Source: an optimization exercise on an open RTL-to-GDS flow (aim: small area). Production flows keep margins and buffers that such runs may drop.
Only simulation tests tie the RTL to the original design; equivalence was not proved.
No activity file was given, so power comes from the tool's default toggle rates.

==> run a: inputs <==
==> flow/design.v (excerpt) <==
module FFT #(parameter N = 64,
             parameter WIDTH = 16)
            (input clk,
             input rst,
             input enable_in,
             input signed [WIDTH-1:0] in_re,
             input signed [WIDTH-1:0] in_im,
             output enable_out,
             output signed [WIDTH-1:0] out_re,
             output signed [WIDTH-1:0] out_im);
    reg [5:0] cnt0;
    always @(posedge clk) begin
        if (rst | ~enable_in) cnt0 <= 0;
        else                  cnt0 <= cnt0 + 1'b1;
    end
    wire v1, v2;
    wire [5:0] c1, c2, c3;
    wire [WIDTH-1:0] r1, i1, r2, i2;
    sdf4 #(.S(64), .WIDTH(WIDTH)) u_s1 (
        .clk(clk), .rst(rst), .v_in(enable_in), .cnt_in(cnt0), .x_re(in_re), .x_im(in_im),
        .v_out(v1), .cnt_out(c1), .y_re(r1), .y_im(i1));
    sdf4 #(.S(16), .WIDTH(WIDTH)) u_s2 (
        .clk(clk), .rst(rst), .v_in(v1), .cnt_in(c1), .x_re(r1), .x_im(i1),
        .v_out(v2), .cnt_out(c2), .y_re(r2), .y_im(i2));
    sdf4 #(.S(4), .WIDTH(WIDTH)) u_s3 (
        .clk(clk), .rst(rst), .v_in(v2), .cnt_in(c2), .x_re(r2), .x_im(i2),
        .v_out(enable_out), .cnt_out(c3), .y_re(out_re), .y_im(out_im));
endmodule
Settings: LEC_CHECK=0, CAP_MARGIN=20, CORE_MARGIN=2, CORE_UTILIZATION=60, CTS_BUF_LIST=sky130_fd_sc_hd__clkbuf_8, CTS_CLUSTER_DIAMETER=60, CTS_CLUSTER_SIZE=16, SLEW_MARGIN=20, SYNTH_HIERARCHICAL=1, SYNTH_MINIMUM_KEEP_SIZE=0; clock period 10.0 ns.
run.sh (not shown) runs the stock make flow with config.mk's settings and CLKGATE_MAP_FILE= SYNTH_SCRIPT=/design/flow/synth_recipe.tcl, a recipe that flattens the netlist after the stock synthesis.
==> inputs of run b, as changes to run a <==
--- a/flow/config.mk
+++ b/flow/config.mk
@@ -14,3 +14 @@
 export SLEW_MARGIN = 20
-export SYNTH_HIERARCHICAL = 1
-export SYNTH_MINIMUM_KEEP_SIZE = 0
==> impl_metrics.py <==
metrics = {
    "worst_setup_path": {
        "slowest_stage": "dfxtp_2",
        "critPathLaunchType": "flop",
    },
    "global_routing": {
        "grt_pass1_wl_um": 475100,
    },
    "die": {
        "dieArea_mm2": 0.1877,
        "placementRows": 157,
        "core-area_mm2": 0.1831,
    },
    "routing": {
        "first_iter_violations": 8541,
    },
    "run_status": {
        "status": "timing/DRC/antenna clean",
    },
    "power": {
        "pg_comb_uw": 757,
        "p_switching_uw": 3586,
    },
    "final_layout": {
        "buffer_area_frac": 0.02745,
    },
    "timing": {
        "clock_skew_ns": 0.05214,
        "worstMarginPinSlew_ns": 1.212,
    },
    "yosys": {
        "ys_warn_count": 27,
    },
}
The numbers above come from run a.

==> impl_metrics.py <==
metrics = {
    "run_status": {
        "status": "timing/DRC/antenna clean",
    },
    "die": {
        "placementRows": 156,
        "dieArea_mm2": 0.1847,
        "core-area_mm2": 0.1804,
    },
    "routing": {
        "first_iter_violations": 6329,
        "dr.pass1.iters": 6,
    },
    "power": {
        "pg_comb_uw": 831,
        "p_switching_uw": 3592,
    },
    "timing": {
        "drv_slew": 0,
        "clock_skew_ns": 0.07735,
        "worstMarginPinSlew_ns": 1.197,
    },
    "yosys": {
        "ys_warn_count": 21,
    },
    "global_routing": {
        "grt_pass1_wl_um": 429000,
    },
    "worst_setup_path": {
        "slowest_stage": "fa_1",
    },
}
The numbers above come from run b.


---

==> build 50 <==
Another version of the RTL of FFT (not shown whole).
make LEC_CHECK=0 CAP_MARGIN=20 CORE_MARGIN=2 CORE_UTILIZATION=40 CTS_BUF_LIST='sky130_fd_sc_hd__clkbuf_4 sky130_fd_sc_hd__clkbuf_8' CTS_CLUSTER_SIZE=30 SLEW_MARGIN=20 finish   # period 10.0 ns
==> trial 86 (differences from build 50) <==
--- a/flow/design.v
+++ b/flow/design.v
@@ -103,12 +103,12 @@
                     input [5:0] cnt_in,
                     input [WIDTH-1:0] x_re,
                     input [WIDTH-1:0] x_im,
                     output reg v_out,
                     output reg [5:0] cnt_out,
-                    output reg [WIDTH-1:0] y_re,
-                    output reg [WIDTH-1:0] y_im);
+                    output [WIDTH-1:0] y_re,
+                    output [WIDTH-1:0] y_im);
     wire [15:0] re_s, im_s;
     generate if (S == 64) begin : g64
     wire [51:0] w;
     wire [63:0] e;
     genvar i;
@@ -3629,19 +3629,15 @@
     wire im_c15;
     ha u_im_c15 (.a(im_14_0), .b(im_c14), .s(im_s[14]), .co(im_c15));
     wire im_c16;
     fa u_im_c16 (.a(im_15_0), .b(im_15_1), .c(im_c15), .s(im_s[15]), .co(im_c16));
     end endgenerate
-    reg v1;
-    reg [5:0] c1;
+    assign y_re = re_s;
+    assign y_im = im_s;
     always @(posedge clk) begin
-        v1 <= v_in & ~rst;
-        c1 <= rst ? 6'd0 : cnt_in;
-        v_out <= v1 & ~rst;
-        cnt_out <= rst ? 6'd0 : c1;
-        y_re <= re_s;
-        y_im <= im_s;
+        v_out <= v_in & ~rst;
+        cnt_out <= rst ? 6'd0 : cnt_in;
     end
 endmodule
 module sdf4 #(parameter S = 64,
               parameter WIDTH = 16)
              (input clk,
ABC_AREA = 1   (was unset)
CORE_UTILIZATION = 60   (was 40)
CTS_BUF_LIST = sky130_fd_sc_hd__clkbuf_8   (was sky130_fd_sc_hd__clkbuf_4 sky130_fd_sc_hd__clkbuf_8)
CTS_CLUSTER_DIAMETER = 60   (was unset)
CTS_CLUSTER_SIZE = 16   (was 30)
==> metrics.md <==
| Metric | Value |
|---|---|
| Compound-Gate Fraction of Synth Area | between 6 and 7% |
| Total CTS buffers | 177 |
| Final design area excluding fillers | ~0.11 mm^2 |
| Clock latency at the later pin of the worst-skew pair | between 0.9 and 1 ns |
| Part of the power in registers | between 60% and 70% |
| Routing usage on met2 | 50.6% |
| Pre-antenna DRT Iters | 10 |
| Maximum clock rate | between 100 and 150 MHz |
| Arr. time, crit path | 10.24 ns |
| Final nets | 11,374 |
| Initial Utilization | 60.4% |
| Min-delay src | u_s1.u_bf1.u_delay.buffer[21][24] |
| Total GRT Usage | roughly a third |
| Rel. slew slack | between 8 and 9% |
| Status | finished clean |
| Layout multi-input combinational cell count | ~5,400 |
| Layout Utilization | between 60% and 70% |
| Flops & latches, synth | roughly 2,400 |
| Worst setup path startpoint | u_s1.u_bf2.cnt_out[0] |
# the run above: trial 86

==> metrics.md <==
| Metric | Value |
|---|---|
| Total CTS buffers | 366 |
| Min-delay src | u_s1.u_bf2.u_delay.buffer[8][25] |
| Flops & latches, synth | 2,442 |
| Part of the power in registers | 52.5% |
| Pre-antenna DRT Iters | 8 |
| Worst setup path startpoint | u_s1.u_bf2.cnt_out[2] |
| Rel. slew slack | 18.3% |
| Status | finished clean |
| Final nets | around 11,000 |
| Layout Utilization | between 40% and 50% |
| Maximum clock rate | between 100 and 150 MHz |
| Total GRT Usage | a little over a fifth |
| Routing usage on met2 | between 30 and 40% |
| Clock latency at the later pin of the worst-skew pair | roughly 1 ns |
| Layout multi-input combinational cell count | 5,295 |
| Final design area excluding fillers | 0.123 mm^2 |
| Compound-Gate Fraction of Synth Area | around a tenth |
# the run above: build 50

## static timing again, ports no longer ideal
The flow's constraints put no driver on any port. The routed layouts listed below were extracted and timed again, unchanged, in two steps.
Step 1, drivers: a clkbuf_16 drives clk and a buf_2 each remaining input, both assumed.
Step 2 adds t to the input delays and takes it off the output delays; t is the mean of the earliest and latest rising clock arrival at the registers after step 1. Input paths then give back, and output paths get back, about the clock's delay inside the block.
Three values: ideal, step 1, step 2; two values: the first two.
run	t (ns)	slack for setup (ns)	worst hold slack (ns)	worst register clock-pin slew, ns	cell pins on the clock port's net
run a	1.069	0.334 / 0.334 / 0.117	0.304 / 0.304 / 0.304	0.10 / 0.10	1
run b	1.075	0.639 / 0.696 / -0.380	0.274 / 0.274 / 0.274	0.10 / 0.10	1
build 50	1.050	0.601 / 0.601 / -0.382	0.249 / 0.249 / 0.249	0.08 / 0.08	1
trial 86	1.042	0.585 / 0.585 / -0.185	0.280 / 0.280 / 0.280	0.10 / 0.10	1
With both steps, setup timing fails in run b, build 50 and trial 86, where it was met with ideal ports. The setup slack of run b, which loses most, moves by +0.057 ns with the drivers and by -1.019 ns with both steps.
